Background: an optimization exercise with open tools, aiming at small area. Do not read the settings as production practice.
Function was checked by simulation only, so behaviour that the tests miss may differ from the original.
Power is estimated from default activity; no workload was simulated.

## flow/design.v (module list and top-level ports; edited modules follow where they fit)
// module FPExpAdder: 21 lines
// module FPExpDec: 23 lines
// module FloatingPointMultiplier: 1384 lines
// module FullAdder: 4 lines
// module HalfAdder: 4 lines
// module Or2: 3 lines
// module Aoi21: 3 lines
// module Oai21: 3 lines
// module Nand2: 3 lines
// module Nor2: 3 lines
// module Inv: 3 lines
// module Xor2: 3 lines
// module Xnor2: 3 lines
module FloatingPointMultiplier(
	input wire [26 : 0] in_1,
	input wire [26 : 0] in_2,
	input wire clk_pll,
	output wire [26 : 0] out
    );
  // ...
==> flow/flow/run.sh <==
#!/bin/bash
# Layout flow: the standard synthesis and layout, with
# - the smallest buffer cell for the port buffers instead of the one
#   buffer_ports picks by default,
# - every combinational cell sized down before global placement
#   (flow/downsize.tcl), so that timing repair sizes up only what it needs,
# - timing-driven global placement that does not keep the buffers its
#   virtual repair inserts (GPL_KEEP_OVERFLOW=0); timing is repaired later,
# - input port buffers with many loads sized up to buf_2 after global
#   placement (flow/portbuf.tcl),
# - clock tree synthesis without dummy loads.
set -euo pipefail
bash standard.sh synth > synth.log 2>&1
bash standard.sh 'BUFFER_PORTS_ARGS=-buffer_cell sky130_fd_sc_hd__buf_1' \
  "PRE_GLOBAL_PLACE_TCL=$PWD/flow/downsize.tcl" GPL_KEEP_OVERFLOW=0 \
  "POST_GLOBAL_PLACE_TCL=$PWD/flow/portbuf.tcl" \
  'CTS_ARGS=-sink_clustering_enable -repair_clock_nets -dont_use_dummy_load -buf_list {sky130_fd_sc_hd__clkbuf_4 sky130_fd_sc_hd__clkbuf_8}' \
  finish > layout.log 2>&1
==> flow/flow/downsize.tcl <==
# Before global placement: give every combinational cell the smallest-area
# variant of its own cell (same function and pins). Timing repair later sizes up only what needs it.
set db [ord::get_db]
set block [ord::get_db_block]
set swapped 0
foreach inst [$block getInsts] {
  set master [$inst getMaster]
  set name [$master getName]
  if {![regexp {^(sky130_fd_sc_hd__([a-z0-9]+))_([0-9]+)$} $name -> base kind size]} { continue }
  # leave sequential, clock, tap, fill and delay cells alone
  if {[regexp {^(df|dl|sdf|edf|sedf|clk|tap|fill|decap|conb|diode|lpflow|probe|dly|macro)} $kind]} { continue }
  set best $master
  foreach s {0 1 2 4 6 8 12 16} {
    set m [$db findMaster "${base}_$s"]
    if {$m == "NULL" || $m == ""} { continue }
    if {[$m getWidth] < [$best getWidth]} {
      set best $m
    }
  }
  if {$best != $master} {
    $inst swapMaster $best
    incr swapped
  }
}
puts "downsize.tcl: swapped $swapped instances to smaller cells"
==> flow/flow/portbuf.tcl <==
# After global placement: an input port buffer that drives many cells gets the
# next size up (buf_2) rather than having the timing repair pick a clock or
# delay buffer for it later.
set db [ord::get_db]
set block [ord::get_db_block]
set buf2 [$db findMaster sky130_fd_sc_hd__buf_2]
set n 0
foreach inst [$block getInsts] {
  if {[[$inst getMaster] getName] != "sky130_fd_sc_hd__buf_1"} { continue }
  foreach it [$inst getITerms] {
    if {[$it isOutputSignal]} {
      set net [$it getNet]
      if {$net != "NULL" && [llength [$net getITerms]] > 8} {
        $inst swapMaster $buf2
        incr n
      }
    }
  }
}
puts "portbuf.tcl: sized up $n buffers driving more than 7 cells"
==> flow/standard.sh <==
#!/bin/bash
# synth_recipe.tcl (not shown) runs the flow's synth.tcl, then flattens the netlist and writes it again
# the make line also repeats each setting of config.mk as NAME=value (left out here)
make -C /OpenROAD-flow-scripts/flow DESIGN_CONFIG=/design/flow/config.mk WORK_HOME=/design/flow/orfs CLKGATE_MAP_FILE= SYNTH_SCRIPT=/design/flow/synth_recipe.tcl "${@:-finish}"
==> flow/config.mk <==
export PLATFORM = sky130hd
export DESIGN_NAME = FloatingPointMultiplier
export DESIGN_NICKNAME = FloatingPointMultiplier
export VERILOG_FILES = /design/flow/design.v
export SDC_FILE = /design/flow/constraint.sdc
export NUM_CORES = 4
export LEC_CHECK = 0
export CAP_MARGIN = 20
export CORE_MARGIN = 2
export CORE_UTILIZATION = 40
export CTS_BUF_LIST = sky130_fd_sc_hd__clkbuf_4 sky130_fd_sc_hd__clkbuf_8
export SLEW_MARGIN = 20
export SYNTH_HIERARCHICAL = 1
==> flow/constraint.sdc <==
create_clock -name core_clock -period 6.8 [get_ports {clk_pll}]
set_input_delay 1.3600 -clock core_clock [delete_from_list [all_inputs] [get_ports {clk_pll}]]
set_output_delay 1.3600 -clock core_clock [all_outputs]
set_load 0.01 [all_outputs]
==> reports/results.txt, run 1 <==
final worst-path setup slack: 0.3462 ns
area of the multi-input gates: 0.007905 mm^2
Hold Startpoint: in_2[26]
share of cell area taken by flip-flops and latches: 0.05900
fraction of final layout cells with drive strength greater than 1: 0.04308
Layout Cells excl Fill: 1260
total combinational power: 0.00500 W
total die area: 0.02421 mm^2
Cell Count Post-Placement: 1256
cell internal power dissipation: 0.002545 W
met2 routing resource usage after global routing: 0.3614
portion of total power attributed to sequential cells: 0.072
core occupancy in the finished layout: 0.4209
detailed-routed wire length on met3: 1491 um
number of I/O port buffers: 78
final number of max-transition violations: 0
Psw: 0.002939 W
Ys Warns: 7
static power due to leakage: 3.540 nW
Net Sw Frac: 0.5359
commonest non-fill, non-tap cell in the layout: sky130_fd_sc_hd__nand2_1
Max Clock Freq: 154.9 MHz
DIE WIDTH: 155.6 um
floorplan core area: 0.02257 mm^2
number of nets at the end of the flow: 1302
number of multi-input combinational cells: 796
initial drt markers: 387
register bit count reported by yosys: 28
# rows: 55
result of the run: finished clean
sequential logic power: 0.000394 W
final-layout setup total negative slack: 0 ns
==> run 2, diff against run 1 <==
--- a/flow/design.v
+++ b/flow/design.v
@@ -1007,404 +1007,370 @@
 	Nand2 u_nand2_8 (.a(n12), .b(n13), .y(n37));
 	wire n38;
 	Nor2 u_nor2_9 (.a(n14), .b(n15), .y(n38));
 	wire n39;
 	Nand2 u_nand2_9 (.a(n14), .b(n15), .y(n39));
 	wire n40;
 	Nor2 u_nor2_10 (.a(n16), .b(n17), .y(n40));
 	wire n41;
-	Nand2 u_nand2_10 (.a(n16), .b(n17), .y(n41));
+	Xor2 u_xor2_1 (.a(n16), .b(n17), .y(n41));
 	wire n42;
-	Xor2 u_xor2_1 (.a(n16), .b(n17), .y(n42));
+	Nor2 u_nor2_11 (.a(n18), .b(n19), .y(n42));
 	wire n43;
-	Nor2 u_nor2_11 (.a(n18), .b(n19), .y(n43));
+	Xor2 u_xor2_2 (.a(n18), .b(n19), .y(n43));
 	wire n44;
-	Nand2 u_nand2_11 (.a(n18), .b(n19), .y(n44));
+	Nor2 u_nor2_12 (.a(n20), .b(f313), .y(n44));
 	wire n45;
-	Xor2 u_xor2_2 (.a(n18), .b(n19), .y(n45));
+	Xor2 u_xor2_3 (.a(n20), .b(f313), .y(n45));
 	wire n46;
-	Nor2 u_nor2_12 (.a(n20), .b(f313), .y(n46));
+	Nor2 u_nor2_13 (.a(f341), .b(f314), .y(n46));
 	wire n47;
-	Nand2 u_nand2_12 (.a(n20), .b(f313), .y(n47));
+	Xor2 u_xor2_4 (.a(f341), .b(f314), .y(n47));
 	wire n48;
-	Xor2 u_xor2_3 (.a(n20), .b(f313), .y(n48));
+	Nor2 u_nor2_14 (.a(f367), .b(f342), .y(n48));
 	wire n49;
-	Nor2 u_nor2_13 (.a(f341), .b(f314), .y(n49));
+	Xor2 u_xor2_5 (.a(f367), .b(f342), .y(n49));
 	wire n50;
-	Nand2 u_nand2_13 (.a(f341), .b(f314), .y(n50));
+	Nor2 u_nor2_15 (.a(f368), .b(f391), .y(n50));
 	wire n51;
-	Xor2 u_xor2_4 (.a(f341), .b(f314), .y(n51));
+	Xor2 u_xor2_6 (.a(f368), .b(f391), .y(n51));
 	wire n52;
-	Nor2 u_nor2_14 (.a(f367), .b(f342), .y(n52));
+	Nor2 u_nor2_16 (.a(f392), .b(f413), .y(n52));
 	wire n53;
-	Nand2 u_nand2_14 (.a(f367), .b(f342), .y(n53));
+	Xor2 u_xor2_7 (.a(f392), .b(f413), .y(n53));
 	wire n54;
-	Xor2 u_xor2_5 (.a(f367), .b(f342), .y(n54));
+	Nor2 u_nor2_17 (.a(f433), .b(f414), .y(n54));
 	wire n55;
-	Nor2 u_nor2_15 (.a(f368), .b(f391), .y(n55));
+	Xor2 u_xor2_8 (.a(f433), .b(f414), .y(n55));
 	wire n56;
-	Nand2 u_nand2_15 (.a(f368), .b(f391), .y(n56));
+	Nor2 u_nor2_18 (.a(f451), .b(f434), .y(n56));
 	wire n57;
-	Xor2 u_xor2_6 (.a(f368), .b(f391), .y(n57));
+	Xor2 u_xor2_9 (.a(f451), .b(f434), .y(n57));
 	wire n58;
-	Nor2 u_nor2_16 (.a(f392), .b(f413), .y(n58));
+	Nor2 u_nor2_19 (.a(f467), .b(f452), .y(n58));
 	wire n59;
-	Nand2 u_nand2_16 (.a(f392), .b(f413), .y(n59));
+	Xor2 u_xor2_10 (.a(f467), .b(f452), .y(n59));
 	wire n60;
-	Xor2 u_xor2_7 (.a(f392), .b(f413), .y(n60));
+	Nor2 u_nor2_20 (.a(f468), .b(f481), .y(n60));
 	wire n61;
-	Nor2 u_nor2_17 (.a(f433), .b(f414), .y(n61));
+	Xor2 u_xor2_11 (.a(f468), .b(f481), .y(n61));
 	wire n62;
-	Nand2 u_nand2_17 (.a(f433), .b(f414), .y(n62));
+	Nor2 u_nor2_21 (.a(f493), .b(f482), .y(n62));
 	wire n63;
-	Xor2 u_xor2_8 (.a(f433), .b(f414), .y(n63));
+	Xor2 u_xor2_12 (.a(f493), .b(f482), .y(n63));
 	wire n64;
-	Nor2 u_nor2_18 (.a(f451), .b(f434), .y(n64));
+	Nor2 u_nor2_22 (.a(f503), .b(f494), .y(n64));
 	wire n65;
-	Nand2 u_nand2_18 (.a(f451), .b(f434), .y(n65));
+	Xor2 u_xor2_13 (.a(f503), .b(f494), .y(n65));
 	wire n66;
-	Xor2 u_xor2_9 (.a(f451), .b(f434), .y(n66));
+	Nor2 u_nor2_23 (.a(f511), .b(f504), .y(n66));
 	wire n67;
-	Nor2 u_nor2_19 (.a(f467), .b(f452), .y(n67));
+	Xor2 u_xor2_14 (.a(f511), .b(f504), .y(n67));
 	wire n68;
-	Nand2 u_nand2_19 (.a(f467), .b(f452), .y(n68));
+	Nor2 u_nor2_24 (.a(f517), .b(f512), .y(n68));
 	wire n69;
-	Xor2 u_xor2_10 (.a(f467), .b(f452), .y(n69));
+	Xor2 u_xor2_15 (.a(f517), .b(f512), .y(n69));
 	wire n70;
-	Nor2 u_nor2_20 (.a(f468), .b(f481), .y(n70));
+	Nor2 u_nor2_25 (.a(f521), .b(f518), .y(n70));
 	wire n71;
-	Nand2 u_nand2_20 (.a(f468), .b(f481), .y(n71));
+	Xor2 u_xor2_16 (.a(f521), .b(f518), .y(n71));
 	wire n72;
-	Xor2 u_xor2_11 (.a(f468), .b(f481), .y(n72));
+	Nor2 u_nor2_26 (.a(f523), .b(f522), .y(n72));
 	wire n73;
-	Nor2 u_nor2_21 (.a(f493), .b(f482), .y(n73));
+	Xor2 u_xor2_17 (.a(f523), .b(f522), .y(n73));
 	wire n74;
-	Nand2 u_nand2_21 (.a(f493), .b(f482), .y(n74));
+	Inv u_inv_2 (.a(pp_0_0), .y(n74));
 	wire n75;
-	Xor2 u_xor2_12 (.a(f493), .b(f482), .y(n75));
+	Nand2 u_nand2_10 (.a(n23), .b(n74), .y(n75));
 	wire n76;
-	Nor2 u_nor2_22 (.a(f503), .b(f494), .y(n76));
+	Inv u_inv_3 (.a(n22), .y(n76));
 	wire n77;
-	Nand2 u_nand2_22 (.a(f503), .b(f494), .y(n77));
+	Nor2 u_nor2_27 (.a(f1), .b(n76), .y(n77));
 	wire n78;
-	Xor2 u_xor2_13 (.a(f503), .b(f494), .y(n78));
+	Nor2 u_nor2_28 (.a(f1), .b(n75), .y(n78));
 	wire n79;
-	Nor2 u_nor2_23 (.a(f511), .b(f504), .y(n79));
+	Inv u_inv_4 (.a(n77), .y(n79));
 	wire n80;
-	Nand2 u_nand2_23 (.a(f511), .b(f504), .y(n80));
+	Nor2 u_nor2_29 (.a(f5), .b(n79), .y(n80));
 	wire n81;
-	Xor2 u_xor2_14 (.a(f511), .b(f504), .y(n81));
+	Inv u_inv_5 (.a(n78), .y(n81));
 	wire n82;
-	Nor2 u_nor2_24 (.a(f517), .b(f512), .y(n82));
+	Nor2 u_nor2_30 (.a(f5), .b(n81), .y(n82));
 	wire n83;
-	Nand2 u_nand2_24 (.a(f517), .b(f512), .y(n83));
+	Inv u_inv_6 (.a(n80), .y(n83));
 	wire n84;
-	Xor2 u_xor2_15 (.a(f517), .b(f512), .y(n84));
+	Nor2 u_nor2_31 (.a(f11), .b(n83), .y(n84));
 	wire n85;
-	Nor2 u_nor2_25 (.a(f521), .b(f518), .y(n85));
+	Inv u_inv_7 (.a(n82), .y(n85));
 	wire n86;
-	Nand2 u_nand2_25 (.a(f521), .b(f518), .y(n86));
+	Nor2 u_nor2_32 (.a(f11), .b(n85), .y(n86));
 	wire n87;
-	Xor2 u_xor2_16 (.a(f521), .b(f518), .y(n87));
+	Inv u_inv_8 (.a(n84), .y(n87));
 	wire n88;
-	Nor2 u_nor2_26 (.a(f523), .b(f522), .y(n88));
+	Nor2 u_nor2_33 (.a(f19), .b(n87), .y(n88));
 	wire n89;
-	Nand2 u_nand2_26 (.a(f523), .b(f522), .y(n89));
+	Inv u_inv_9 (.a(n86), .y(n89));
 	wire n90;
-	Xor2 u_xor2_17 (.a(f523), .b(f522), .y(n90));
+	Nor2 u_nor2_34 (.a(f19), .b(n89), .y(n90));
 	wire n91;
-	Inv u_inv_2 (.a(pp_0_0), .y(n91));
+	Inv u_inv_10 (.a(n88), .y(n91));
 	wire n92;
-	Nand2 u_nand2_27 (.a(n23), .b(n91), .y(n92));
+	Nor2 u_nor2_35 (.a(f29), .b(n91), .y(n92));
 	wire n93;
-	Inv u_inv_3 (.a(n22), .y(n93));
+	Inv u_inv_11 (.a(n90), .y(n93));
 	wire n94;
-	Nor2 u_nor2_27 (.a(f1), .b(n93), .y(n94));
+	Nor2 u_nor2_36 (.a(f29), .b(n93), .y(n94));
 	wire n95;
-	Nor2 u_nor2_28 (.a(f1), .b(n92), .y(n95));
+	Inv u_inv_12 (.a(f69), .y(n95));
 	wire n96;
-	Inv u_inv_4 (.a(n94), .y(n96));
+	Nand2 u_nand2_11 (.a(n27), .b(n95), .y(n96));
 	wire n97;
-	Nor2 u_nor2_29 (.a(f5), .b(n96), .y(n97));
+	Inv u_inv_13 (.a(n92), .y(n97));
 	wire n98;
-	Inv u_inv_5 (.a(n95), .y(n98));
+	Nor2 u_nor2_37 (.a(f41), .b(n97), .y(n98));
 	wire n99;
-	Nor2 u_nor2_30 (.a(f5), .b(n98), .y(n99));
+	Inv u_inv_14 (.a(n94), .y(n99));
 	wire n100;
-	Inv u_inv_6 (.a(n97), .y(n100));
+	Nor2 u_nor2_38 (.a(f41), .b(n99), .y(n100));
 	wire n101;
-	Nor2 u_nor2_31 (.a(f11), .b(n100), .y(n101));
+	Aoi21 u_aoi21_1 (.a(n28), .b(n29), .c(n26), .y(n101));
 	wire n102;
-	Inv u_inv_7 (.a(n99), .y(n102));
+	Inv u_inv_15 (.a(n29), .y(n102));
 	wire n103;
-	Nor2 u_nor2_32 (.a(f11), .b(n102), .y(n103));
+	Nor2 u_nor2_39 (.a(n102), .b(n96), .y(n103));
 	wire n104;
-	Inv u_inv_8 (.a(n101), .y(n104));
+	Inv u_inv_16 (.a(n101), .y(n104));
 	wire n105;
-	Nor2 u_nor2_33 (.a(f19), .b(n104), .y(n105));
+	Aoi21 u_aoi21_2 (.a(n104), .b(n103), .c(n24), .y(n105));
 	wire n106;
-	Inv u_inv_9 (.a(n103), .y(n106));
+	Nand2 u_nand2_12 (.a(n103), .b(n25), .y(n106));
 	wire n107;
-	Nor2 u_nor2_34 (.a(f19), .b(n106), .y(n107));
+	Aoi21 u_aoi21_3 (.a(n32), .b(n33), .c(n30), .y(n107));
 	wire n108;
-	Inv u_inv_10 (.a(n105), .y(n108));
+	Nand2 u_nand2_13 (.a(n33), .b(n31), .y(n108));
 	wire n109;
-	Nor2 u_nor2_35 (.a(f29), .b(n108), .y(n109));
+	Aoi21 u_aoi21_4 (.a(n36), .b(n37), .c(n34), .y(n109));
 	wire n110;
-	Inv u_inv_11 (.a(n107), .y(n110));
+	Nand2 u_nand2_14 (.a(n37), .b(n35), .y(n110));
 	wire n111;
-	Nor2 u_nor2_36 (.a(f29), .b(n110), .y(n111));
+	Inv u_inv_17 (.a(n98), .y(n111));
 	wire n112;
-	Inv u_inv_12 (.a(f69), .y(n112));
+	Oai21 u_oai21_1 (.a(n105), .b(n106), .c(n111), .y(n112));
 	wire n113;
-	Nand2 u_nand2_28 (.a(n27), .b(n112), .y(n113));
+	Inv u_inv_18 (.a(n100), .y(n113));
 	wire n114;
-	Inv u_inv_13 (.a(n109), .y(n114));
+	Nor2 u_nor2_40 (.a(n106), .b(n113), .y(n114));
 	wire n115;
-	Nor2 u_nor2_37 (.a(f41), .b(n114), .y(n115));
+	Oai21 u_oai21_2 (.a(n109), .b(n110), .c(n107), .y(n115));
 	wire n116;
-	Inv u_inv_14 (.a(n111), .y(n116));
+	Nor2 u_nor2_41 (.a(n110), .b(n108), .y(n116));
 	wire n117;
-	Nor2 u_nor2_38 (.a(f41), .b(n116), .y(n117));
+	Aoi21 u_aoi21_5 (.a(n115), .b(n116), .c(n112), .y(n117));
 	wire n118;
-	Aoi21 u_aoi21_1 (.a(n28), .b(n29), .c(n26), .y(n118));
+	Nand2 u_nand2_15 (.a(n116), .b(n114), .y(n118));
 	wire n119;
-	Inv u_inv_15 (.a(n29), .y(n119));
+	Inv u_inv_19 (.a(n38), .y(n119));
 	wire n120;
-	Nor2 u_nor2_39 (.a(n119), .b(n113), .y(n120));
+	Inv u_inv_20 (.a(n39), .y(n120));
 	wire n121;
-	Inv u_inv_16 (.a(n118), .y(n121));
+	Oai21 u_oai21_3 (.a(n119), .b(n120), .c(n117), .y(n121));
 	wire n122;
-	Aoi21 u_aoi21_2 (.a(n121), .b(n120), .c(n24), .y(n122));
+	Nor2 u_nor2_42 (.a(n120), .b(n118), .y(n122));
 	wire n123;
-	Nand2 u_nand2_29 (.a(n120), .b(n25), .y(n123));
+	Aoi21 u_aoi21_6 (.a(n40), .b(n41), .c(n121), .y(n123));
 	wire n124;
-	Aoi21 u_aoi21_3 (.a(n32), .b(n33), .c(n30), .y(n124));
+	Aoi21 u_aoi21_7 (.a(n44), .b(n45), .c(n42), .y(n124));
 	wire n125;
-	Nand2 u_nand2_30 (.a(n33), .b(n31), .y(n125));
+	Nand2 u_nand2_16 (.a(n45), .b(n43), .y(n125));
 	wire n126;
-	Aoi21 u_aoi21_4 (.a(n36), .b(n37), .c(n34), .y(n126));
+	Aoi21 u_aoi21_8 (.a(n48), .b(n49), .c(n46), .y(n126));
 	wire n127;
-	Nand2 u_nand2_31 (.a(n37), .b(n35), .y(n127));
+	Nand2 u_nand2_17 (.a(n49), .b(n47), .y(n127));
 	wire n128;
-	Inv u_inv_17 (.a(n115), .y(n128));
+	Aoi21 u_aoi21_9 (.a(n52), .b(n53), .c(n50), .y(n128));
 	wire n129;
-	Oai21 u_oai21_1 (.a(n122), .b(n123), .c(n128), .y(n129));
+	Nand2 u_nand2_18 (.a(n53), .b(n51), .y(n129));
 	wire n130;
-	Inv u_inv_18 (.a(n117), .y(n130));
+	Aoi21 u_aoi21_10 (.a(n56), .b(n57), .c(n54), .y(n130));
 	wire n131;
-	Nor2 u_nor2_40 (.a(n123), .b(n130), .y(n131));
+	Nand2 u_nand2_19 (.a(n57), .b(n55), .y(n131));
 	wire n132;
-	Oai21 u_oai21_2 (.a(n126), .b(n127), .c(n124), .y(n132));
+	Aoi21 u_aoi21_11 (.a(n60), .b(n61), .c(n58), .y(n132));
 	wire n133;
-	Nor2 u_nor2_41 (.a(n127), .b(n125), .y(n133));
+	Nand2 u_nand2_20 (.a(n61), .b(n59), .y(n133));
 	wire n134;
-	Aoi21 u_aoi21_5 (.a(n132), .b(n133), .c(n129), .y(n134));
+	Aoi21 u_aoi21_12 (.a(n64), .b(n65), .c(n62), .y(n134));
 	wire n135;
-	Nand2 u_nand2_32 (.a(n133), .b(n131), .y(n135));
+	Nand2 u_nand2_21 (.a(n65), .b(n63), .y(n135));
 	wire n136;
-	Inv u_inv_19 (.a(n38), .y(n136));
+	Aoi21 u_aoi21_13 (.a(n68), .b(n69), .c(n66), .y(n136));
 	wire n137;
-	Inv u_inv_20 (.a(n39), .y(n137));
+	Nand2 u_nand2_22 (.a(n69), .b(n67), .y(n137));
 	wire n138;
-	Oai21 u_oai21_3 (.a(n136), .b(n137), .c(n134), .y(n138));
+	Aoi21 u_aoi21_14 (.a(n72), .b(n73), .c(n70), .y(n138));
 	wire n139;
-	Nor2 u_nor2_42 (.a(n137), .b(n135), .y(n139));
+	Nand2 u_nand2_23 (.a(n73), .b(n71), .y(n139));
 	wire n140;
-	Aoi21 u_aoi21_6 (.a(n40), .b(n41), .c(n138), .y(n140));
+	Inv u_inv_21 (.a(n42), .y(n140));
 	wire n141;
-	Aoi21 u_aoi21_7 (.a(n46), .b(n47), .c(n43), .y(n141));
+	Inv u_inv_22 (.a(n43), .y(n141));
 	wire n142;
-	Nand2 u_nand2_33 (.a(n47), .b(n44), .y(n142));
+	Oai21 u_oai21_4 (.a(n140), .b(n141), .c(n123), .y(n142));
 	wire n143;
-	Aoi21 u_aoi21_8 (.a(n52), .b(n53), .c(n49), .y(n143));
+	Oai21 u_oai21_5 (.a(n124), .b(n125), .c(n123), .y(n143));
 	wire n144;
-	Nand2 u_nand2_34 (.a(n53), .b(n50), .y(n144));
+	Inv u_inv_23 (.a(n50), .y(n144));
 	wire n145;
-	Aoi21 u_aoi21_9 (.a(n58), .b(n59), .c(n55), .y(n145));
+	Inv u_inv_24 (.a(n51), .y(n145));
 	wire n146;
-	Nand2 u_nand2_35 (.a(n59), .b(n56), .y(n146));
+	Oai21 u_oai21_6 (.a(n144), .b(n145), .c(n126), .y(n146));
 	wire n147;
-	Aoi21 u_aoi21_10 (.a(n64), .b(n65), .c(n61), .y(n147));
+	Nor2 u_nor2_43 (.a(n145), .b(n127), .y(n147));
 	wire n148;
-	Nand2 u_nand2_36 (.a(n65), .b(n62), .y(n148));
+	Oai21 u_oai21_7 (.a(n128), .b(n129), .c(n126), .y(n148));
 	wire n149;
-	Aoi21 u_aoi21_11 (.a(n70), .b(n71), .c(n67), .y(n149));
+	Nor2 u_nor2_44 (.a(n129), .b(n127), .y(n149));
 	wire n150;
-	Nand2 u_nand2_37 (.a(n71), .b(n68), .y(n150));
+	Inv u_inv_25 (.a(n58), .y(n150));
 	wire n151;
-	Aoi21 u_aoi21_12 (.a(n76), .b(n77), .c(n73), .y(n151));
+	Inv u_inv_26 (.a(n59), .y(n151));
 	wire n152;
-	Nand2 u_nand2_38 (.a(n77), .b(n74), .y(n152));
+	Oai21 u_oai21_8 (.a(n150), .b(n151), .c(n130), .y(n152));
 	wire n153;
-	Aoi21 u_aoi21_13 (.a(n82), .b(n83), .c(n79), .y(n153));
+	Nor2 u_nor2_45 (.a(n151), .b(n131), .y(n153));
 	wire n154;
-	Nand2 u_nand2_39 (.a(n83), .b(n80), .y(n154));
+	Oai21 u_oai21_9 (.a(n132), .b(n133), .c(n130), .y(n154));
 	wire n155;
-	Aoi21 u_aoi21_14 (.a(n88), .b(n89), .c(n85), .y(n155));
+	Nor2 u_nor2_46 (.a(n133), .b(n131), .y(n155));
 	wire n156;
-	Nand2 u_nand2_40 (.a(n89), .b(n86), .y(n156));
+	Inv u_inv_27 (.a(n66), .y(n156));
 	wire n157;
-	Inv u_inv_21 (.a(n43), .y(n157));
+	Inv u_inv_28 (.a(n67), .y(n157));
 	wire n158;
-	Inv u_inv_22 (.a(n44), .y(n158));
+	Oai21 u_oai21_10 (.a(n156), .b(n157), .c(n134), .y(n158));
 	wire n159;
-	Oai21 u_oai21_4 (.a(n157), .b(n158), .c(n140), .y(n159));
+	Nor2 u_nor2_47 (.a(n157), .b(n135), .y(n159));
 	wire n160;
-	Oai21 u_oai21_5 (.a(n141), .b(n142), .c(n140), .y(n160));
+	Oai21 u_oai21_11 (.a(n136), .b(n137), .c(n134), .y(n160));
 	wire n161;
-	Inv u_inv_23 (.a(n55), .y(n161));
+	Nor2 u_nor2_48 (.a(n137), .b(n135), .y(n161));
 	wire n162;
-	Inv u_inv_24 (.a(n56), .y(n162));
+	Nor2 u_nor2_49 (.a(n21), .b(n138), .y(n162));
 	wire n163;
-	Oai21 u_oai21_6 (.a(n161), .b(n162), .c(n143), .y(n163));
+	Nor2 u_nor2_50 (.a(n21), .b(n139), .y(n163));
 	wire n164;
-	Nor2 u_nor2_43 (.a(n162), .b(n144), .y(n164));
+	Aoi21 u_aoi21_15 (.a(n46), .b(n47), .c(n143), .y(n164));
 	wire n165;
-	Oai21 u_oai21_7 (.a(n145), .b(n146), .c(n143), .y(n165));
+	Inv u_inv_29 (.a(n126), .y(n165));
 	wire n166;
-	Nor2 u_nor2_44 (.a(n146), .b(n144), .y(n166));
+	Inv u_inv_30 (.a(n127), .y(n166));
 	wire n167;
-	Inv u_inv_25 (.a(n67), .y(n167));
+	Aoi21 u_aoi21_16 (.a(n165), .b(n166), .c(n143), .y(n167));
 	wire n168;
-	Inv u_inv_26 (.a(n68), .y(n168));
+	Aoi21 u_aoi21_17 (.a(n146), .b(n147), .c(n143), .y(n168));
 	wire n169;
-	Oai21 u_oai21_8 (.a(n167), .b(n168), .c(n147), .y(n169));
+	Aoi21 u_aoi21_18 (.a(n148), .b(n149), .c(n143), .y(n169));
 	wire n170;
-	Nor2 u_nor2_45 (.a(n168), .b(n148), .y(n170));
+	Aoi21 u_aoi21_19 (.a(n62), .b(n63), .c(n154), .y(n170));
 	wire n171;
-	Oai21 u_oai21_9 (.a(n149), .b(n150), .c(n147), .y(n171));
+	Nand2 u_nand2_24 (.a(n63), .b(n155), .y(n171));
 	wire n172;
-	Nor2 u_nor2_46 (.a(n150), .b(n148), .y(n172));
+	Inv u_inv_31 (.a(n134), .y(n172));
 	wire n173;
-	Inv u_inv_27 (.a(n79), .y(n173));
+	Inv u_inv_32 (.a(n135), .y(n173));
 	wire n174;
-	Inv u_inv_28 (.a(n80), .y(n174));
+	Aoi21 u_aoi21_20 (.a(n172), .b(n173), .c(n154), .y(n174));
 	wire n175;
-	Oai21 u_oai21_10 (.a(n173), .b(n174), .c(n151), .y(n175));
+	Nand2 u_nand2_25 (.a(n173), .b(n155), .y(n175));
 	wire n176;
-	Nor2 u_nor2_47 (.a(n174), .b(n152), .y(n176));
+	Aoi21 u_aoi21_21 (.a(n158), .b(n159), .c(n154), .y(n176));
 	wire n177;
-	Oai21 u_oai21_11 (.a(n153), .b(n154), .c(n151), .y(n177));
+	Nand2 u_nand2_26 (.a(n159), .b(n155), .y(n177));
 	wire n178;
-	Nor2 u_nor2_48 (.a(n154), .b(n152), .y(n178));
+	Aoi21 u_aoi21_22 (.a(n160), .b(n161), .c(n154), .y(n178));
 	wire n179;
-	Nor2 u_nor2_49 (.a(n21), .b(n155), .y(n179));
+	Nand2 u_nand2_27 (.a(n161), .b(n155), .y(n179));
 	wire n180;
-	Nor2 u_nor2_50 (.a(n21), .b(n156), .y(n180));
+	Inv u_inv_33 (.a(n54), .y(n180));
 	wire n181;
-	Aoi21 u_aoi21_15 (.a(n49), .b(n50), .c(n160), .y(n181));
+	Inv u_inv_34 (.a(n55), .y(n181));
 	wire n182;
-	Inv u_inv_29 (.a(n143), .y(n182));
+	Oai21 u_oai21_12 (.a(n180), .b(n181), .c(n169), .y(n182));
 	wire n183;
-	Inv u_inv_30 (.a(n144), .y(n183));
+	Oai21 u_oai21_13 (.a(n130), .b(n131), .c(n169), .y(n183));
 	wire n184;
-	Aoi21 u_aoi21_16 (.a(n182), .b(n183), .c(n160), .y(n184));
+	Inv u_inv_35 (.a(n152), .y(n184));
 	wire n185;
-	Aoi21 u_aoi21_17 (.a(n163), .b(n164), .c(n160), .y(n185));
+	Inv u_inv_36 (.a(n153), .y(n185));
 	wire n186;
-	Aoi21 u_aoi21_18 (.a(n165), .b(n166), .c(n160), .y(n186));
+	Oai21 u_oai21_14 (.a(n184), .b(n185), .c(n169), .y(n186));
 	wire n187;
-	Aoi21 u_aoi21_19 (.a(n73), .b(n74), .c(n171), .y(n187));
+	Inv u_inv_37 (.a(n154), .y(n187));
 	wire n188;
-	Nand2 u_nand2_41 (.a(n74), .b(n172), .y(n188));
+	Inv u_inv_38 (.a(n155), .y(n188));
 	wire n189;
-	Inv u_inv_31 (.a(n151), .y(n189));
+	Oai21 u_oai21_15 (.a(n187), .b(n188), .c(n169), .y(n189));
 	wire n190;
-	Inv u_inv_32 (.a(n152), .y(n190));
+	Oai21 u_oai21_16 (.a(n170), .b(n171), .c(n169), .y(n190));
 	wire n191;
-	Aoi21 u_aoi21_20 (.a(n189), .b(n190), .c(n171), .y(n191));
+	Oai21 u_oai21_17 (.a(n174), .b(n175), .c(n169), .y(n191));
 	wire n192;
-	Nand2 u_nand2_42 (.a(n190), .b(n172), .y(n192));
+	Oai21 u_oai21_18 (.a(n176), .b(n177), .c(n169), .y(n192));
 	wire n193;
-	Aoi21 u_aoi21_21 (.a(n175), .b(n176), .c(n171), .y(n193));
+	Oai21 u_oai21_19 (.a(n178), .b(n179), .c(n169), .y(n193));
 	wire n194;
-	Nand2 u_nand2_43 (.a(n176), .b(n172), .y(n194));
+	Aoi21 u_aoi21_23 (.a(n70), .b(n71), .c(n193), .y(n194));
 	wire n195;
-	Aoi21 u_aoi21_22 (.a(n177), .b(n178), .c(n171), .y(n195));
+	Inv u_inv_39 (.a(n138), .y(n195));
 	wire n196;
-	Nand2 u_nand2_44 (.a(n178), .b(n172), .y(n196));
+	Inv u_inv_40 (.a(n139), .y(n196));
 	wire n197;
-	Inv u_inv_33 (.a(n61), .y(n197));
+	Aoi21 u_aoi21_24 (.a(n195), .b(n196), .c(n193), .y(n197));
 	wire n198;
-	Inv u_inv_34 (.a(n62), .y(n198));
+	Aoi21 u_aoi21_25 (.a(n162), .b(n163), .c(n193), .y(n198));
 	wire n199;
-	Oai21 u_oai21_12 (.a(n197), .b(n198), .c(n186), .y(n199));
+	Xnor2 u_xnor2_11 (.a(n41), .b(n121), .y(n199));
 	wire n200;
-	Oai21 u_oai21_13 (.a(n147), .b(n148), .c(n186), .y(n200));
+	Xor2 u_xor2_18 (.a(n43), .b(n123), .y(n200));
 	wire n201;
-	Inv u_inv_35 (.a(n169), .y(n201));
+	Xnor2 u_xnor2_12 (.a(n45), .b(n142), .y(n201));
 	wire n202;
-	Inv u_inv_36 (.a(n170), .y(n202));
+	Xnor2 u_xnor2_13 (.a(n47), .b(n143), .y(n202));
 	wire n203;
-	Oai21 u_oai21_14 (.a(n201), .b(n202), .c(n186), .y(n203));
+	Xor2 u_xor2_19 (.a(n49), .b(n164), .y(n203));
 	wire n204;
-	Inv u_inv_37 (.a(n171), .y(n204));
+	Xor2 u_xor2_20 (.a(n51), .b(n167), .y(n204));
 	wire n205;
-	Inv u_inv_38 (.a(n172), .y(n205));
+	Xor2 u_xor2_21 (.a(n53), .b(n168), .y(n205));
 	wire n206;
-	Oai21 u_oai21_15 (.a(n204), .b(n205), .c(n186), .y(n206));
+	Xor2 u_xor2_22 (.a(n55), .b(n169), .y(n206));
 	wire n207;
-	Oai21 u_oai21_16 (.a(n187), .b(n188), .c(n186), .y(n207));
+	Xnor2 u_xnor2_14 (.a(n57), .b(n182), .y(n207));
 	wire n208;
-	Oai21 u_oai21_17 (.a(n191), .b(n192), .c(n186), .y(n208));
+	Xnor2 u_xnor2_15 (.a(n59), .b(n183), .y(n208));
 	wire n209;
-	Oai21 u_oai21_18 (.a(n193), .b(n194), .c(n186), .y(n209));
+	Xnor2 u_xnor2_16 (.a(n61), .b(n186), .y(n209));
 	wire n210;
-	Oai21 u_oai21_19 (.a(n195), .b(n196), .c(n186), .y(n210));
+	Xnor2 u_xnor2_17 (.a(n63), .b(n189), .y(n210));
 	wire n211;
-	Aoi21 u_aoi21_23 (.a(n85), .b(n86), .c(n210), .y(n211));
+	Xnor2 u_xnor2_18 (.a(n65), .b(n190), .y(n211));
 	wire n212;
-	Inv u_inv_39 (.a(n155), .y(n212));
+	Xnor2 u_xnor2_19 (.a(n67), .b(n191), .y(n212));
 	wire n213;
-	Inv u_inv_40 (.a(n156), .y(n213));
+	Xnor2 u_xnor2_20 (.a(n69), .b(n192), .y(n213));
 	wire n214;
-	Aoi21 u_aoi21_24 (.a(n212), .b(n213), .c(n210), .y(n214));
+	Xnor2 u_xnor2_21 (.a(n71), .b(n193), .y(n214));
 	wire n215;
-	Aoi21 u_aoi21_25 (.a(n179), .b(n180), .c(n210), .y(n215));
+	Xor2 u_xor2_23 (.a(n73), .b(n194), .y(n215));
 	wire n216;
-	Xnor2 u_xnor2_11 (.a(n42), .b(n138), .y(n216));
+	Xnor2 u_xnor2_22 (.a(n21), .b(n197), .y(n216));
 	wire n217;
-	Xor2 u_xor2_18 (.a(n45), .b(n140), .y(n217));
-	wire n218;
-	Xnor2 u_xnor2_12 (.a(n48), .b(n159), .y(n218));
-	wire n219;
-	Xnor2 u_xnor2_13 (.a(n51), .b(n160), .y(n219));
-	wire n220;
-	Xor2 u_xor2_19 (.a(n54), .b(n181), .y(n220));
-	wire n221;
-	Xor2 u_xor2_20 (.a(n57), .b(n184), .y(n221));
-	wire n222;
-	Xor2 u_xor2_21 (.a(n60), .b(n185), .y(n222));
-	wire n223;
-	Xor2 u_xor2_22 (.a(n63), .b(n186), .y(n223));
-	wire n224;
-	Xnor2 u_xnor2_14 (.a(n66), .b(n199), .y(n224));
-	wire n225;
-	Xnor2 u_xnor2_15 (.a(n69), .b(n200), .y(n225));
-	wire n226;
-	Xnor2 u_xnor2_16 (.a(n72), .b(n203), .y(n226));
-	wire n227;
-	Xnor2 u_xnor2_17 (.a(n75), .b(n206), .y(n227));
-	wire n228;
-	Xnor2 u_xnor2_18 (.a(n78), .b(n207), .y(n228));
-	wire n229;
-	Xnor2 u_xnor2_19 (.a(n81), .b(n208), .y(n229));
-	wire n230;
-	Xnor2 u_xnor2_20 (.a(n84), .b(n209), .y(n230));
-	wire n231;
-	Xnor2 u_xnor2_21 (.a(n87), .b(n210), .y(n231));
-	wire n232;
-	Xor2 u_xor2_23 (.a(n90), .b(n211), .y(n232));
-	wire n233;
-	Xnor2 u_xnor2_22 (.a(n21), .b(n214), .y(n233));
-	wire n234;
-	Xnor2 u_xnor2_23 (.a(f524), .b(n215), .y(n234));
-	wire [35 : 17] nprod = {n234, n233, n232, n231, n230, n229, n228, n227, n226, n225, n224, n223, n222, n221, n220, n219, n218, n217, n216};
+	Xnor2 u_xnor2_23 (.a(f524), .b(n198), .y(n217));
+	wire [35 : 17] nprod = {n217, n216, n215, n214, n213, n212, n211, n210, n209, n208, n207, n206, n205, n204, n203, n202, n201, n200, n199};
 	wire [7 : 0] nexp_sum;
 	FPExpAdder fp_exp_adder (
 		.in(in_1[25 : 18]),
 		.change(in_2[25 : 18]),
 		.nout(nexp_sum)
 	);
 	reg pipe_sign;
 	reg [7 : 0] pipe_nexp;
==> flow/config.mk (replaced) <==
export PLATFORM = sky130hd
export DESIGN_NAME = FloatingPointMultiplier
export DESIGN_NICKNAME = FloatingPointMultiplier
export VERILOG_FILES = /design/flow/design.v
export SDC_FILE = /design/flow/constraint.sdc
export NUM_CORES = 4
export LEC_CHECK = 0
export CAP_MARGIN = 20
export CORE_MARGIN = 2
export CORE_UTILIZATION = 60
export PLACE_DENSITY = 0.75
export SLEW_MARGIN = 20
export SYNTH_HIERARCHICAL = 1
==> run 2 against run 1 <==
Compared with the run above: critical path depth down 3; highest routed layer unchanged; largest power group unchanged; design area down 2.1%; first-iteration DRC count rose by 28%; critical path type unchanged; still clean on timing, DRC and antenna; area after synthesis fell by 0.69%; non-clock buffer count shrank 1; count of clock-buffer cells in the layout stayed put.
==> reports/results.txt, run 2 <==
result of the run: finished clean
power density normalized to cell area: 565.3 mW/mm^2
vias after detailed routing: 6669
Post-Synth Adder-Cell Area: 0.5913
library cell with the largest summed area after synthesis: sky130_fd_sc_hd__fa_1
compound-gate portion of the synthesized area: 0.03879
clock edge transition at the registers on the reported setup and hold paths: 0.10 ns
worst hold path class: in2reg
# rows: 45 (-18%)
CTS tree: yes
most frequent cells after synthesis: sky130_fd_sc_hd__nand2_1, sky130_fd_sc_hd__fa_1, sky130_fd_sc_hd__inv_1
wire length of the first global-routing pass: 36760 um
number of synthesized flops with an enable pin: 0
maximum number of pins on one net before global-route repair: 19
number of buffers and inverters on the critical path: 2
sequential-to-total area share from yosys stat: 0.06140
floorplan core area: 0.01503 mm^2 (-33%)
critical path type: in2reg
DIE WIDTH: 127.3 um (-18%)
Regs by FF count: pipe_nprod x18, pipe_nexp x8
number of global-route vias before repair: 7382
number of antenna violations at the first check in global routing: 0
number of maximum-capacitance constraint violations: 0
VDD IR max: 1110 uV
number of buffers inserted during clock tree synthesis: 3
core occupancy in the finished layout: 0.6184 (+0.1975)
count of H-tree levels built during CTS: 1
Worst Setup Start Kind: input port
Max Clock Freq: 153.1 MHz (-1.2%)
Layout Cells excl Fill: 1145 (-9.1%)
static power due to leakage: 3.455 nW (-2.4%)
largest cells by area after synthesis: sky130_fd_sc_hd__fa_1, sky130_fd_sc_hd__nand2_1, sky130_fd_sc_hd__dfxtp_1
netlist area before placement: 0.009129 mm^2
number of sinks driven by the clock tree: 28
commonest non-fill, non-tap cell in the layout: sky130_fd_sc_hd__nand2_1
Synth Net Count: 1273
setup repair after global routing missed its margin: false
Synth top area share: 0.5899
ant diodes: 0
count of distinct cell types in the synthesized netlist: 26
register containing the most flip-flops in the final layout: pipe_nprod
Area Growth Syn to Fin: 1.837%
highest-count cells in the layout ignoring fill and taps: sky130_fd_sc_hd__nand2_1, sky130_fd_sc_hd__fa_1, sky130_fd_sc_hd__inv_1
post-synthesis area per instance: 9.629 um^2
hold path depth: 2
Placed Instance Area: 0.009209 mm^2
routed wirelength normalized by instance count: 19.35 um
post-route antenna net violation count: 0
number of I/O port buffers: 78 (unchanged)
flip-flop cell with the highest count after synthesis: sky130_fd_sc_hd__dfxtp_1
Critical Path Fanout Max: 18
number of nets at the end of the flow: 1284 (-1.4%)
DRC violations left: 0
final setup violating endpoints: 0
CP Cell Sequence: buf_2 > nand2_1 > fa_1 > fa_1 > fa_1 > fa_1 > fa_1 > fa_1 > fa_1 > xor2_1 > nand2_1 > o21ai_2 > a21oi_4 > o21ai_1 > a21oi_1 > xnor2_1 > inv_1
main combinational cell family by area after synthesis: adder cells
Cell Count Post-Placement: 1142 (-9.1%)
Overall Global Routing Usage: 0.2951
cell area after layout: 0.009296 mm^2
fraction of the cycle the final worst path needs: 0.9606
number of detailed-routing iterations run before antenna repair: 6
cell family with the largest share of critical-path delay: adder cells
crit path DAT: 6.69 ns
shortest period the worst path allows: 6.532 ns
Ys Warns: 7 (unchanged)
Worst slew margin: 0.3690
total die area: 0.01622 mm^2 (-33%)
fraction of final layout cells with drive strength greater than 1: 0.04180 (-0.001280)
max FFs per register: 18
number of setup buffers added after CTS: 0
maximum buffer depth of the clock tree: 2
top-count cell post-synth: sky130_fd_sc_hd__nand2_1
mux cell area share after synthesis: 0.01864
Total Routed Length: 22160 um
delay of the slowest critical-path stage: 0.55 ns
final hold violations: 0
post-synthesis xor/xnor area fraction: 0.05469
Max stage delay cell, worst path: sky130_fd_sc_hd__fa_1
register bit count reported by yosys: 28 (unchanged)
cell count after synthesis: 948
CP Capture Type: flip-flop
total power: 0.005255 W
grt total ovfl: 0
io pins: 82
cell repeated most along the worst path: sky130_fd_sc_hd__fa_1
HPWL reported at the end of detailed placement: 16280 um
transition time at the pin with the least slew margin: 0.9452 ns
Worst EP required: 6.96 ns
Initial Utilization: 0.6072
vertical die dimension: 127.3 um
clk root buf: sky130_fd_sc_hd__clkbuf_8
initial drt markers: 494 (+28%)
drt via density: 5.824
worst-case hold path end point: pipe_sign
Hold Startpoint: in_1[26]
simple logic cell fraction of the synthesized area: 0.1637
final number of max-transition violations: 0 (unchanged)
share of flip-flops with an asynchronous set or reset: 0
## run 2: changes by cell type after synthesis, sizes merged
cell,delta
nand2,-17
## run 2: how the worst max path moves through the flow
stage	depth (start not counted)	from	slack (ns)	end
floorplan	18	in_1[10]	0.24	pipe_norm
global placement	20	in_2[13]	-0.89	pipe_norm
detailed placement	22	in_2[6]	-0.46	pipe_norm
CTS	22	in_2[6]	0.06	pipe_norm
global route	22	in_2[6]	0.008	pipe_norm
finish	17	in_2[15]	0.27	pipe_norm
## run 2: cell type report
| cell class | instances | area (um^2) |
|---|---|---|
| tap | 188 | 235.2 |
| multi-input combinational | 779 | 7838 |
| clock buffer | 3 | 41.29 |
| timing repair buffer | 78 | 362.8 |
| fill | 1241 | 5737 |
| sequential | 28 | 560.5 |
| inverter | 69 | 259.0 |
## run 2: metal layers
metal	part of all wire	wire length, um	up-vias	track usage
li1	-	-	2803	-
met1	0.35	7674	3391	0.3630
met2	0.52	11420	391	0.5156
met3	0.094	2083	84	0.06449
met4	0.044	982	0	0.1099
met5	0	0	-	0
## run 2: kinds of logic (layout without fill, tap and decap cells)
family / count (synthesis) / count (layout)
muxes: 17 / 17
and+or+nand+nor: 381 / 381
DFF: 28 / 28
adders and majority gates: 270 / 270
buffers and inverters: 141 / 150
AOI/OAI and AO/OA: 52 / 52
other: 2 / 2
xor gates and xnor gates: 57 / 57
## run 2: stage by stage
stage | worst slack, ns | hold WS, ns | setup TNS [ns]
floorplan | 0.2384 | 1.453 | 0
global placement | -0.8875 | 1.553 | -7.533
detailed placement | -0.4641 | 1.563 | -2.427
CTS | 0.06392 | 1.270 | 0
global route | 0.007677 | 1.272 | 0
finish | 0.2682 | 1.265 | 0
## run 2: where the power goes
group	leakage (nW)	internal (W)	total (W)	switching, W
clock	0.0216	0.0000397	0.0000857	0.0000460
sequential	0.236	0.000323	0.000385	0.0000620
combinational	3.20	0.00200	0.00478	0.00278
total	3.45	0.00237	0.00526	0.00289
## run 2: Yosys stat by module, one instance, submodules excluded
module / cells inside / flip-flops and latches / cell area, um^2
FloatingPointMultiplier: 408 / 28 / 2215
FPExpDec: 9 / 0 / 63.81
FullAdder: 1 / 0 / 20.02
Inv: 1 / 0 / 3.754
Nand2: 1 / 0 / 3.754
Xor2: 1 / 0 / 8.758
Nor2: 1 / 0 / 3.754
Oai21: 1 / 0 / 5.005
FPExpAdder: 10 / 0 / 56.30
Or2: 1 / 0 / 6.256
HalfAdder: 1 / 0 / 12.51
Aoi21: 1 / 0 / 8.758
Xnor2: 1 / 0 / 8.758
## run 2: timing repair
| item | in CTS | in global routing |
|---|---|---|
| hold buffers | 0 | 0 |
| cloned | 0 | 0 |
| gates resized for setup | 1 | 14 |
| endpoints found under the hold margin | 0 | 0 |
| endpoints found under the setup margin | 3 | 10 |
==> run 3, diff against run 2 <==
--- a/flow/config.mk
+++ b/flow/config.mk
@@ -7,7 +7,7 @@
 export LEC_CHECK = 0
 export CAP_MARGIN = 20
 export CORE_MARGIN = 2
-export CORE_UTILIZATION = 60
-export PLACE_DENSITY = 0.75
+export CORE_UTILIZATION = 40
+export CTS_BUF_LIST = sky130_fd_sc_hd__clkbuf_4 sky130_fd_sc_hd__clkbuf_8
 export SLEW_MARGIN = 20
 export SYNTH_HIERARCHICAL = 1
==> run 3 against run 2 <==
Compared with the run above: cell count increased by 8.5%; design area up 1.4%; sequential power is essentially flat; synthesized cell count unchanged; routed wire length increased by 4.5%; critical path depth unchanged; sequential cell count did not move; critical path type unchanged.
==> reports/results.txt, run 3 <==
Initial Utilization: 0.4057 (-0.2016)
maximum buffer depth of the clock tree: 2 (unchanged)
Cell Count Post-Placement: 1239 (+8.5%)
Critical Path Fanout Max: 18 (unchanged)
Synth Net Count: 1273 (unchanged)
Min Hold Slack: 1.261 ns (-0.004400 ns)
CTS tree: yes
number of sinks driven by the clock tree: 28 (unchanged)
Placed Instance Area: 0.009330 mm^2 (+1.3%)
transition time at the pin with the least slew margin: 1.023 ns (+0.07749 ns)
share of flip-flops with an asynchronous set or reset: 0 (unchanged)
static power due to leakage: 3.457 nW (about the same)
post-synthesis area per instance: 9.629 um^2 (unchanged)
number of I/O port buffers: 78 (unchanged)
HPWL reported at the end of detailed placement: 17120 um (+5.2%)
Regs by FF count: pipe_nprod x18, pipe_nexp x8
flip-flop cell with the highest count after synthesis: sky130_fd_sc_hd__dfxtp_1
vertical die dimension: 155.1 um (+22%)
Hold Startpoint: in_1[26]
register bit count reported by yosys: 28 (unchanged)
number of maximum-capacitance constraint violations: 0 (unchanged)
post-route antenna net violation count: 0 (unchanged)
fraction of the cycle the final worst path needs: 0.9548 (-0.005801)
routed wirelength normalized by instance count: 18.65 um (-3.6%)
DRC violations left: 0 (unchanged)
Worst slew margin: 0.3172 (-0.05173)
hold-fix buffer count after cts: 0 (unchanged)
final number of max-transition violations: 0 (unchanged)
number of synthesized flops with an enable pin: 0 (unchanged)
Synth top area share: 0.5899 (unchanged)
netlist area before placement: 0.009129 mm^2 (unchanged)
Worst EP required: 6.97 ns (about the same)
Filler cells: 2174 (+75%)
library cell with the largest summed area after synthesis: sky130_fd_sc_hd__fa_1
vias after detailed routing: 6572 (-1.5%)
CP Capture Type: flip-flop
shortest period the worst path allows: 6.492 ns (-0.03944 ns)
Total Routed Length: 23160 um (+4.5%)
Worst Setup Start Kind: input port
cell count after synthesis: 948 (unchanged)
hold path depth: 2 (unchanged)
count of distinct cell types in the synthesized netlist: 26 (unchanged)
delay of the slowest critical-path stage: 0.53 ns (-0.02 ns)
io pins: 82 (unchanged)
most frequent cells after synthesis: sky130_fd_sc_hd__nand2_1, sky130_fd_sc_hd__fa_1, sky130_fd_sc_hd__inv_1
sequential-to-total area share from yosys stat: 0.06140 (unchanged)
Max Clock Freq: 154.0 MHz (+0.61%)
result of the run: finished clean
power density normalized to cell area: 556.5 mW/mm^2 (-1.6%)
cell repeated most along the worst path: sky130_fd_sc_hd__fa_1
max FFs per register: 18 (unchanged)
cell area after layout: 0.009424 mm^2 (+1.4%)
wire length of the first global-routing pass: 38400 um (+4.4%)
number of buffers inserted during clock tree synthesis: 3 (unchanged)
count of H-tree levels built during CTS: 1 (unchanged)
final setup violating endpoints: 0 (unchanged)
Layout Cells excl Fill: 1242 (+8.5%)
maximum number of pins on one net before global-route repair: 19 (unchanged)
Overall Global Routing Usage: 0.2053 (-0.08984)
DIE WIDTH: 155.1 um (+22%)
number of nets at the end of the flow: 1284 (unchanged)
crit path DAT: 6.66 ns (-0.03 ns)
critical path type: in2reg
CP Cell Sequence: buf_2 > nand2_1 > fa_1 > fa_1 > fa_1 > fa_1 > fa_1 > fa_1 > fa_1 > xor2_1 > nand2_1 > o21ai_2 > a21oi_4 > o21ai_2 > a21oi_1 > xnor2_1 > inv_1
# rows: 55 (+22%)
fraction of final layout cells with drive strength greater than 1: 0.04284 (+0.001045)
register containing the most flip-flops in the final layout: pipe_nprod
worst hold path class: in2reg
clock edge transition at the registers on the reported setup and hold paths: 0.09 ns (about the same)
grt total ovfl: 0 (unchanged)
ant diodes: 0 (unchanged)
Ys Warns: 7 (unchanged)
Area Growth Syn to Fin: 3.235%
number of detailed-routing iterations run before antenna repair: 4 (-2)
commonest non-fill, non-tap cell in the layout: sky130_fd_sc_hd__nand2_1
VDD IR max: 627.1 uV (-43%)
Sequential cell area: 560.5 um^2 (unchanged)
highest-count cells in the layout ignoring fill and taps: sky130_fd_sc_hd__nand2_1, sky130_fd_sc_hd__fa_1, sky130_fd_sc_hd__inv_1
number of antenna violations at the first check in global routing: 0 (unchanged)
largest cells by area after synthesis: sky130_fd_sc_hd__fa_1, sky130_fd_sc_hd__nand2_1, sky130_fd_sc_hd__dfxtp_1
worst-case hold path end point: pipe_sign
area of the multi-input gates: 0.007841 mm^2 (about the same)
top-count cell post-synth: sky130_fd_sc_hd__nand2_1
clk root buf: sky130_fd_sc_hd__clkbuf_8
final hold violations: 0 (unchanged)
drt via density: 5.291 (-9.2%)
initial drt markers: 400 (-19%)
total die area: 0.02405 mm^2 (+48%)
number of global-route vias before repair: 7464 (+1.1%)
setup repair after global routing missed its margin: false
Max stage delay cell, worst path: sky130_fd_sc_hd__fa_1
floorplan core area: 0.02250 mm^2 (+50%)
-- run 3: cell types whose count changed in the layout (fill, tap and decap cells not counted), sizes merged --
cell / before / now
buf: 67 / 66
clkbuf: 14 / 15
-- run 3: final cells by class --
type / count / share of cell area
flip-flops and latches: 28 / 0.05948
repair buffers: 78 / 0.03877
multi-input cells: 779 / 0.8320
well taps: 285 / 0.03784
inverters: 69 / 0.02748
clock buffers: 3 / 0.004381
-- run 3: Yosys stat by module (local to each module, per instance), a selection --
module | cells inside | flops+latches
Aoi21 | 1 | 0
FPExpDec | 9 | 0
Inv | 1 | 0
Oai21 | 1 | 0
Or2 | 1 | 0
Xor2 | 1 | 0
FullAdder | 1 | 0
Nor2 | 1 | 0
FPExpAdder | 10 | 0
FloatingPointMultiplier | 408 | 28
Nand2 | 1 | 0
Xnor2 | 1 | 0
-- run 3: worst max path at each step --
stage,start,cells after the start,slack [ns],to
2_1_floorplan,in_1[10],18,0.24,pipe_norm
3_3_place_gp,in_1[4],20,-1.13,pipe_norm
3_5_place_dp,in_2[13],20,-0.61,pipe_norm
4_1_cts,in_2[13],20,0.15,pipe_norm
5_1_grt,in_2[14],17,0.006,pipe_norm
6_report,in_2[14],17,0.31,pipe_norm
-- run 3: cell families (layout without fill, tap and decap cells) --
kind of cell               count (synthesis)  after routing  synth area share
AOI/OAI and AO/OA                         52             52           0.03879
xor gates and xnor gates                  57             57           0.05469
adders and majority gates                270            270            0.5913
buffers and inverters                    141            150           0.07072
DFF                                       28             28           0.06140
muxes                                     17             17           0.01864
other                                      2              2         0.0008227
and+or+nand+nor                          381            381            0.1637
-- run 3: timing repair --
action                                  4_1_cts  5_1_grt
endpoints found under the setup margin        4        4
pin swaps                                     0        0
setup buffers                                 0        0
gates resized for setup                       3       14
-- run 3: report_power, final --
group	switching [W]	internal, W
logic	0.00277	0.00200
clock network	0.0000476	0.0000398
registers	0.0000635	0.000323
-- run 3: routing by layer --
layer / up-vias / wire, um / global-route usage
li1: 2807 / - / -
met1: 3443 / 9459 / 0.2691
met2: 280 / 11640 / 0.3592
met3: 42 / 1527 / 0.02813
met4: 0 / 537 / 0.05600
met5: - / 0 / 0
-- run 3: metrics by stage --
| step | utilization | setup slack [ns] | TNS [ns] | total power, W |
|---|---|---|---|---|
| 6_report | 0.4188 | 0.3076 | 0 | 0.005244 |
| 5_1_grt | 0.4188 | 0.005801 | 0 | 0.005958 |
| 4_1_cts | 0.4171 | 0.1470 | 0 | 0.005288 |
| 3_5_place_dp | 0.4146 | -0.6078 | -3.837 | 0.005072 |
| 3_3_place_gp | 0.4127 | -1.127 | -10.68 | 0.004979 |
| 2_1_floorplan | - | 0.2384 | 0 | 0.004411 |
-- run 3: critical path, delay by kind of cell --
family                   cells  cell delay (ns)
AND/OR/NAND/NOR              2             0.25
buffers and inverters        2             0.47
AO/OA/AOI/OAI                4             0.87
XOR/XNOR                     2             0.43
adder cells (fa/ha/maj)      7             3.25

==> what the ideal ports hide <==
The flow's constraints put no driver on any port. The routed layouts listed below were extracted and timed again, unchanged, in two steps. Step 1 sets driving cells, clkbuf_16 on the clock port and buf_2 on the other inputs (assumed; they add their load-dependent delay and slew). Step 2 also shifts input and output timing later by t, the mid clock arrival at the registers, as if the neighbouring blocks saw the same clock. a / b / c = ideal ports / drivers / drivers and shift; a / b = the first two.
| run | shift t [ns] | setup WS [ns] | worst data-port slew with drivers (ns) | cell pins on the clock port's net |
|---|---|---|---|---|
| run 1 | 0.302 | 0.346 / 0.353 / 0.051 | 0.04 | 1 |
| run 2 | 0.292 | 0.268 / 0.265 / -0.028 | 0.04 | 1 |
| run 3 | 0.301 | 0.308 / 0.313 / 0.012 | 0.04 | 1 |
With both steps, setup timing fails in run 2, where it was met with ideal ports.
